Context: an optimization exercise on an open-source flow, tuned for small area and a short achievable clock period. The choices shown serve that exercise and are no tape-out recipe. The RTL was checked by simulation tests, not by an equivalence proof against the original design.

==> inputs of ember <==
Design fir_pipe_1, start of the top module:
module fir_pipe_1(
    input clk,
    input reset_p,
    input [15:0]x,
    output [15:0]y
    );
==> flow/config.mk <==
export PLATFORM = sky130hd
export DESIGN_NAME = fir_pipe_1
export DESIGN_NICKNAME = fir_pipe_1
export VERILOG_FILES = /design/flow/design.v
export SDC_FILE = /design/flow/constraint.sdc
export NUM_CORES = 4
export LEC_CHECK = 0
export CAP_MARGIN = 20
export CORE_MARGIN = 2
export CORE_UTILIZATION = 40
export CTS_BUF_LIST = sky130_fd_sc_hd__clkbuf_8
export SLEW_MARGIN = 20
export SYNTH_HIERARCHICAL = 1
==> flow/constraint.sdc <==
create_clock -name core_clock -period 10.0 [get_ports {clk}]
set_input_delay 2.0000 -clock core_clock [delete_from_list [all_inputs] [get_ports {clk}]]
set_output_delay 2.0000 -clock core_clock [all_outputs]
set_load 0.01 [all_outputs]
standard.sh (not shown) runs the stock make flow with config.mk's settings and CLKGATE_MAP_FILE= SYNTH_SCRIPT=/design/flow/synth_recipe.tcl, a recipe that flattens the netlist after the stock synthesis.
==> flow/flow/run.sh <==
#!/bin/bash
# Standard layout flow, with the timing repair steps asked to leave a setup
# margin below the clock period (the constraints themselves are unchanged).
set -euo pipefail
bash standard.sh SETUP_SLACK_MARGIN=${FLOW_MARGIN:-6.9} finish > standard.log 2>&1
==> xenon: changes against ember <==
--- a/flow/design.v
+++ b/flow/design.v
@@ -1,32 +1,32 @@
 `timescale 1ns / 1ps
 module fir_pipe_1(
     input clk,
     input reset_p,
     input [15:0]x,
     output [15:0]y
     );
     reg [15:0] d [1:19];
-    reg [3:0] fill;
+    reg [3:0] fill;        
     integer i;
-    always @(posedge clk) begin
-        d[1] <= x;
-        for (i = 2; i <= 8; i = i + 1) d[i] <= d[i-1];
-    end
     always @(posedge clk or posedge reset_p) begin
         if (reset_p) begin
             fill <= 4'd0;
-            for (i = 9; i <= 19; i = i + 1) d[i] <= 16'd0;
+            d[1] <= 16'd0;
         end else begin
-            if (fill != 4'd8) fill <= fill + 4'd1;
-            d[9] <= (fill == 4'd8) ? d[8] : 16'd0;
-            for (i = 10; i <= 19; i = i + 1) d[i] <= d[i-1];
+            if (fill != 4'd11) fill <= fill + 4'd1;
+            d[1] <= x;
         end
     end
+    always @(posedge clk) begin
+        for (i = 2; i <= 10; i = i + 1) d[i] <= d[i-1];
+        d[11] <= (fill >= 4'd10) ? d[10] : 16'd0;
+        for (i = 12; i <= 19; i = i + 1) d[i] <= d[i-1];
+    end
     reg [16:0] p0;
     reg [16:0] p1;
     reg [16:0] p2;
     reg [16:0] p3;
     reg [16:0] p4;
     wire [16:0] pa0_a = {d[9][15], d[9][15], d[9][14], d[9][13], d[9][12], d[9][11], d[9][10], d[9][9], d[9][8], d[9][7], d[9][6], d[9][5], d[9][4], d[9][3], d[9][2], d[9][1], d[9][0]};
     wire [16:0] pa0_b = {d[19][15], d[19][15], d[19][14], d[19][13], d[19][12], d[19][11], d[19][10], d[19][9], d[19][8], d[19][7], d[19][6], d[19][5], d[19][4], d[19][3], d[19][2], d[19][1], d[19][0]};
     wire [16:0] pa0_g = pa0_a & pa0_b;
@@ -317,24 +317,18 @@
     wire pa4_P24 = pa4_p[10] & pa4_P18;
     wire pa4_G25 = pa4_g[12] | (pa4_p[12] & pa4_G16);
     wire pa4_P25 = pa4_p[12] & pa4_P16;
     wire pa4_G26 = pa4_g[14] | (pa4_p[14] & pa4_G19);
     wire pa4_P26 = pa4_p[14] & pa4_P19;
     wire pa4_G27 = pa4_g[16] | (pa4_p[16] & pa4_G15);
     wire pa4_P27 = pa4_p[16] & pa4_P15;
     wire [16:0] pn4 = {pa4_p[16] ^ pa4_G15, pa4_p[15] ^ pa4_G26, pa4_p[14] ^ pa4_G19, pa4_p[13] ^ pa4_G25, pa4_p[12] ^ pa4_G16, pa4_p[11] ^ pa4_G24, pa4_p[10] ^ pa4_G18, pa4_p[9] ^ pa4_G23, pa4_p[8] ^ pa4_G13, pa4_p[7] ^ pa4_G22, pa4_p[6] ^ pa4_G17, pa4_p[5] ^ pa4_G21, pa4_p[4] ^ pa4_G9, pa4_p[3] ^ pa4_G20, pa4_p[2] ^ pa4_G1, pa4_p[1] ^ pa4_g[0], pa4_p[0]};
-    always @(posedge clk or posedge reset_p) begin
-        if (reset_p) begin
-            p0 <= 17'h0;
-            p1 <= 17'h0;
-            p2 <= 17'h0;
-            p3 <= 17'h0;
-            p4 <= 17'h0;
-        end else begin
+    always @(posedge clk) begin
+        begin
             p0 <= pn0;
             p1 <= pn1;
             p2 <= pn2;
             p3 <= pn3;
             p4 <= pn4;
         end
     end
     wire fs1, fc2;
@@ -1029,19 +1023,17 @@
     wire fs679, fc680;
     fa3 ufs679 (.a(fc662), .b(fs677), .c(fc674), .s(fs679), .co(fc680));
     wire fs681, fc682;
     fa3 ufs681 (.a(p4[16]), .b(d[15][15]), .c(p3[16]), .s(fs681), .co(fc682));
     wire fs683, fc684;
     fa3 ufs683 (.a(fc664), .b(~fs681), .c(fc678), .s(fs683), .co(fc684));
     reg [107:0] rr;
     wire [107:0] rr_d = {fc684, fc682, fc680, fs683, fc676, fs679, fs675, fc670, fs671, fc654, fc668, fs669, fc650, fs667, fc666, fs649, fs665, fc642, fs641, fc638, fc636, fs639, fs637, fc634, fs635, fc632, fc630, fs633, fc628, fs631, fs629, fc626, fs627, fc624, fs625, fs623, fc620, fc622, fs619, fs621, fc618, fc616, fc614, fs617, fs615, fc612, fs613, fc610, fs611, fc608, fs609, fc606, fc604, fs607, fs605, fc602, fs603, fc600, fs601, fc598, fs599, fc596, fs597, fs595, fc594, fc592, fs593, fs591, fc590, fc588, fs589, fc584, fs587, fc586, fc582, fs583, fs585, fc580, fs581, fc578, fs579, fc576, fs577, fc574, fs575, fc572, fs573, fc570, fs571, fc568, fs569, fc566, fs567, fc564, fs565, fs563, fc560, fc562, fs559, fs561, fc558, p1[1], fs557, p1[0], d[15][0], p4[0], p2[0], p1[0]};
-    always @(posedge clk or posedge reset_p)
-        if (reset_p) rr <= 108'h14b8a4140212300030000222400;
-        else rr <= rr_d;
+    always @(posedge clk) rr <= rr_d;
     wire fs685, fc686;
     assign fs685 = rr[2] ^ rr[5];
     assign fc686 = rr[2] & rr[5];
     wire fs687, fc688;
     fa3 ufs687 (.a(rr[7]), .b(rr[8]), .c(rr[9]), .s(fs687), .co(fc688));
     wire fs689, fc690;
     fa3 ufs689 (.a(rr[10]), .b(rr[11]), .c(rr[12]), .s(fs689), .co(fc690));
     wire fs691, fc692;
@@ -1134,15 +1126,15 @@
     wire fs777, fc778;
     fa3 ufs777 (.a(rr[95]), .b(rr[96]), .c(rr[97]), .s(fs777), .co(fc778));
     wire fs779, fc780;
     fa3 ufs779 (.a(~rr[99]), .b(rr[98]), .c(rr[100]), .s(fs779), .co(fc780));
     wire [31:0] fa_ = {1'b0, rr[107], rr[104], rr[102], ~fc780, ~fc778, ~fc776, fc774, fc772, fc770, fc768, fc766, fc764, fc762, fc760, fc758, fc756, fc754, fc752, fc750, fc748, fc746, fc744, fc742, fc740, fc738, fc736, fc734, fc732, fc730, fs729, rr[0]};
     wire [31:0] fb_ = {1'b0, ~rr[106], rr[105], rr[103], rr[101], ~fs779, ~fs777, ~fs775, fs773, fs771, fs769, fs767, fs765, fs763, fs761, fs759, fs757, fs755, fs753, fs751, fs749, fs747, fs745, fs743, fs741, fs739, fs737, fs735, fs733, fs731, fs685, rr[1]};
     wire [31:0] acc = fa_ + fb_ + 32'd2147483648;
     reg [15:0] y_r;
-    always @(posedge clk) y_r <= acc[31:16];
+    always @(posedge clk) y_r <= (fill == 4'd11) ? acc[31:16] : 16'd0;
     assign y = y_r;
 endmodule
 module fa3(input a, input b, input c, output s, output co);
     assign s = a ^ b ^ c;
     assign co = (a & b) | (a & c) | (b & c);
 endmodule
==> flow/config.mk (replaced) <==
export PLATFORM = sky130hd
export DESIGN_NAME = fir_pipe_1
export DESIGN_NICKNAME = fir_pipe_1
export VERILOG_FILES = /design/flow/design.v
export SDC_FILE = /design/flow/constraint.sdc
export NUM_CORES = 4
export LEC_CHECK = 0
export CAP_MARGIN = 20
export CORE_MARGIN = 2
export CORE_UTILIZATION = 60
export CTS_BUF_LIST = sky130_fd_sc_hd__clkbuf_16
export CTS_CLUSTER_DIAMETER = 70
export CTS_CLUSTER_SIZE = 25
export GPL_ROUTABILITY_DRIVEN = 0
export SLEW_MARGIN = 20
export SYNTH_HIERARCHICAL = 1
==> quartz: changes against ember <==
--- a/flow/design.v
+++ b/flow/design.v
@@ -1,32 +1,32 @@
 `timescale 1ns / 1ps
 module fir_pipe_1(
     input clk,
     input reset_p,
     input [15:0]x,
     output [15:0]y
     );
     reg [15:0] d [1:19];
-    reg [3:0] fill;
+    reg [3:0] fill;        
     integer i;
-    always @(posedge clk) begin
-        d[1] <= x;
-        for (i = 2; i <= 8; i = i + 1) d[i] <= d[i-1];
-    end
     always @(posedge clk or posedge reset_p) begin
         if (reset_p) begin
             fill <= 4'd0;
-            for (i = 9; i <= 19; i = i + 1) d[i] <= 16'd0;
+            d[1] <= 16'd0;
         end else begin
-            if (fill != 4'd8) fill <= fill + 4'd1;
-            d[9] <= (fill == 4'd8) ? d[8] : 16'd0;
-            for (i = 10; i <= 19; i = i + 1) d[i] <= d[i-1];
+            if (fill != 4'd11) fill <= fill + 4'd1;
+            d[1] <= x;
         end
     end
+    always @(posedge clk) begin
+        for (i = 2; i <= 10; i = i + 1) d[i] <= d[i-1];
+        d[11] <= (fill >= 4'd10) ? d[10] : 16'd0;
+        for (i = 12; i <= 19; i = i + 1) d[i] <= d[i-1];
+    end
     reg [16:0] p0;
     reg [16:0] p1;
     reg [16:0] p2;
     reg [16:0] p3;
     reg [16:0] p4;
     wire [16:0] pa0_a = {d[9][15], d[9][15], d[9][14], d[9][13], d[9][12], d[9][11], d[9][10], d[9][9], d[9][8], d[9][7], d[9][6], d[9][5], d[9][4], d[9][3], d[9][2], d[9][1], d[9][0]};
     wire [16:0] pa0_b = {d[19][15], d[19][15], d[19][14], d[19][13], d[19][12], d[19][11], d[19][10], d[19][9], d[19][8], d[19][7], d[19][6], d[19][5], d[19][4], d[19][3], d[19][2], d[19][1], d[19][0]};
     wire [16:0] pa0_g = pa0_a & pa0_b;
@@ -317,24 +317,18 @@
     wire pa4_P24 = pa4_p[10] & pa4_P18;
     wire pa4_G25 = pa4_g[12] | (pa4_p[12] & pa4_G16);
     wire pa4_P25 = pa4_p[12] & pa4_P16;
     wire pa4_G26 = pa4_g[14] | (pa4_p[14] & pa4_G19);
     wire pa4_P26 = pa4_p[14] & pa4_P19;
     wire pa4_G27 = pa4_g[16] | (pa4_p[16] & pa4_G15);
     wire pa4_P27 = pa4_p[16] & pa4_P15;
     wire [16:0] pn4 = {pa4_p[16] ^ pa4_G15, pa4_p[15] ^ pa4_G26, pa4_p[14] ^ pa4_G19, pa4_p[13] ^ pa4_G25, pa4_p[12] ^ pa4_G16, pa4_p[11] ^ pa4_G24, pa4_p[10] ^ pa4_G18, pa4_p[9] ^ pa4_G23, pa4_p[8] ^ pa4_G13, pa4_p[7] ^ pa4_G22, pa4_p[6] ^ pa4_G17, pa4_p[5] ^ pa4_G21, pa4_p[4] ^ pa4_G9, pa4_p[3] ^ pa4_G20, pa4_p[2] ^ pa4_G1, pa4_p[1] ^ pa4_g[0], pa4_p[0]};
-    always @(posedge clk or posedge reset_p) begin
-        if (reset_p) begin
-            p0 <= 17'h0;
-            p1 <= 17'h0;
-            p2 <= 17'h0;
-            p3 <= 17'h0;
-            p4 <= 17'h0;
-        end else begin
+    always @(posedge clk) begin
+        begin
             p0 <= pn0;
             p1 <= pn1;
             p2 <= pn2;
             p3 <= pn3;
             p4 <= pn4;
         end
     end
     wire fs1, fc2;
@@ -1029,19 +1023,17 @@
     wire fs679, fc680;
     fa3 ufs679 (.a(fc662), .b(fs677), .c(fc674), .s(fs679), .co(fc680));
     wire fs681, fc682;
     fa3 ufs681 (.a(p4[16]), .b(d[15][15]), .c(p3[16]), .s(fs681), .co(fc682));
     wire fs683, fc684;
     fa3 ufs683 (.a(fc664), .b(~fs681), .c(fc678), .s(fs683), .co(fc684));
     reg [107:0] rr;
     wire [107:0] rr_d = {fc684, fc682, fc680, fs683, fc676, fs679, fs675, fc670, fs671, fc654, fc668, fs669, fc650, fs667, fc666, fs649, fs665, fc642, fs641, fc638, fc636, fs639, fs637, fc634, fs635, fc632, fc630, fs633, fc628, fs631, fs629, fc626, fs627, fc624, fs625, fs623, fc620, fc622, fs619, fs621, fc618, fc616, fc614, fs617, fs615, fc612, fs613, fc610, fs611, fc608, fs609, fc606, fc604, fs607, fs605, fc602, fs603, fc600, fs601, fc598, fs599, fc596, fs597, fs595, fc594, fc592, fs593, fs591, fc590, fc588, fs589, fc584, fs587, fc586, fc582, fs583, fs585, fc580, fs581, fc578, fs579, fc576, fs577, fc574, fs575, fc572, fs573, fc570, fs571, fc568, fs569, fc566, fs567, fc564, fs565, fs563, fc560, fc562, fs559, fs561, fc558, p1[1], fs557, p1[0], d[15][0], p4[0], p2[0], p1[0]};
-    always @(posedge clk or posedge reset_p)
-        if (reset_p) rr <= 108'h14b8a4140212300030000222400;
-        else rr <= rr_d;
+    always @(posedge clk) rr <= rr_d;
     wire fs685, fc686;
     assign fs685 = rr[2] ^ rr[5];
     assign fc686 = rr[2] & rr[5];
     wire fs687, fc688;
     fa3 ufs687 (.a(rr[7]), .b(rr[8]), .c(rr[9]), .s(fs687), .co(fc688));
     wire fs689, fc690;
     fa3 ufs689 (.a(rr[10]), .b(rr[11]), .c(rr[12]), .s(fs689), .co(fc690));
     wire fs691, fc692;
@@ -1134,15 +1126,15 @@
     wire fs777, fc778;
     fa3 ufs777 (.a(rr[95]), .b(rr[96]), .c(rr[97]), .s(fs777), .co(fc778));
     wire fs779, fc780;
     fa3 ufs779 (.a(~rr[99]), .b(rr[98]), .c(rr[100]), .s(fs779), .co(fc780));
     wire [31:0] fa_ = {1'b0, rr[107], rr[104], rr[102], ~fc780, ~fc778, ~fc776, fc774, fc772, fc770, fc768, fc766, fc764, fc762, fc760, fc758, fc756, fc754, fc752, fc750, fc748, fc746, fc744, fc742, fc740, fc738, fc736, fc734, fc732, fc730, fs729, rr[0]};
     wire [31:0] fb_ = {1'b0, ~rr[106], rr[105], rr[103], rr[101], ~fs779, ~fs777, ~fs775, fs773, fs771, fs769, fs767, fs765, fs763, fs761, fs759, fs757, fs755, fs753, fs751, fs749, fs747, fs745, fs743, fs741, fs739, fs737, fs735, fs733, fs731, fs685, rr[1]};
     wire [31:0] acc = fa_ + fb_ + 32'd2147483648;
     reg [15:0] y_r;
-    always @(posedge clk) y_r <= acc[31:16];
+    always @(posedge clk) y_r <= (fill == 4'd11) ? acc[31:16] : 16'd0;
     assign y = y_r;
 endmodule
 module fa3(input a, input b, input c, output s, output co);
     assign s = a ^ b ^ c;
     assign co = (a & b) | (a & c) | (b & c);
 endmodule
==> flow/config.mk (replaced) <==
export PLATFORM = sky130hd
export DESIGN_NAME = fir_pipe_1
export DESIGN_NICKNAME = fir_pipe_1
export VERILOG_FILES = /design/flow/design.v
export SDC_FILE = /design/flow/constraint.sdc
export NUM_CORES = 4
export LEC_CHECK = 0
export CAP_MARGIN = 20
export CORE_MARGIN = 2
export CORE_UTILIZATION = 50
export CTS_BUF_LIST = sky130_fd_sc_hd__clkbuf_16
export CTS_CLUSTER_DIAMETER = 80
export CTS_CLUSTER_SIZE = 25
export GPL_ROUTABILITY_DRIVEN = 0
export SLEW_MARGIN = 20
export SYNTH_HIERARCHICAL = 1
==> run notes <==
Against xenon, the clock skew of ember is lower by 0.013 ns.
The lowest sequential share of layout area belongs to xenon, the highest to ember.
Cell count: ember > quartz > xenon.
First-iteration DRC count, highest first: quartz, ember, xenon.
Between ember and quartz, the lower non-clock buffer count is in quartz (gap 60).
Sequential cell count is the same in xenon and quartz.
Wire length: quartz < xenon < ember.
Count of clock-buffer cells in the layout: ember > xenon > quartz.

-- static timing again, ports no longer ideal --
No port has a modelled driver above. Below, the same layouts with a new extraction and two added sets of constraints. Step 1, drivers: a clkbuf_16 drives clk and a buf_2 each remaining input, both assumed. Step 2 moves the port delays by t, midway between the first and last clock arrival at a register: inputs arrive t later, outputs are due t later. That takes back most of the time a late clock gives input paths. a / b / c = ideal / step 1 / step 2; a / b = the first two.
| run | shift t [ns] | setup slack, ns | worst hold slack (ns) | worst setup path at the end | worst data-port slew with drivers (ns) |
|---|---|---|---|---|---|
| ember | 0.740 | 6.491 / 6.491 / 6.386 | 0.319 / 0.319 / 0.319 | input, reset recovery | 0.03 |
| xenon | 0.601 | 6.837 / 6.837 / 6.837 | 0.318 / 0.318 / 0.318 | register to register | 0.03 |
| quartz | 0.619 | 6.879 / 6.879 / 6.879 | 0.321 / 0.321 / 0.321 | register to register | 0.03 |
After both steps setup and hold are still met in every run listed. For ember, which loses most, drivers alone change the setup slack by 0.000 ns; drivers and shift together by -0.105 ns. The worst setup slack also covers recovery checks on asynchronous resets.
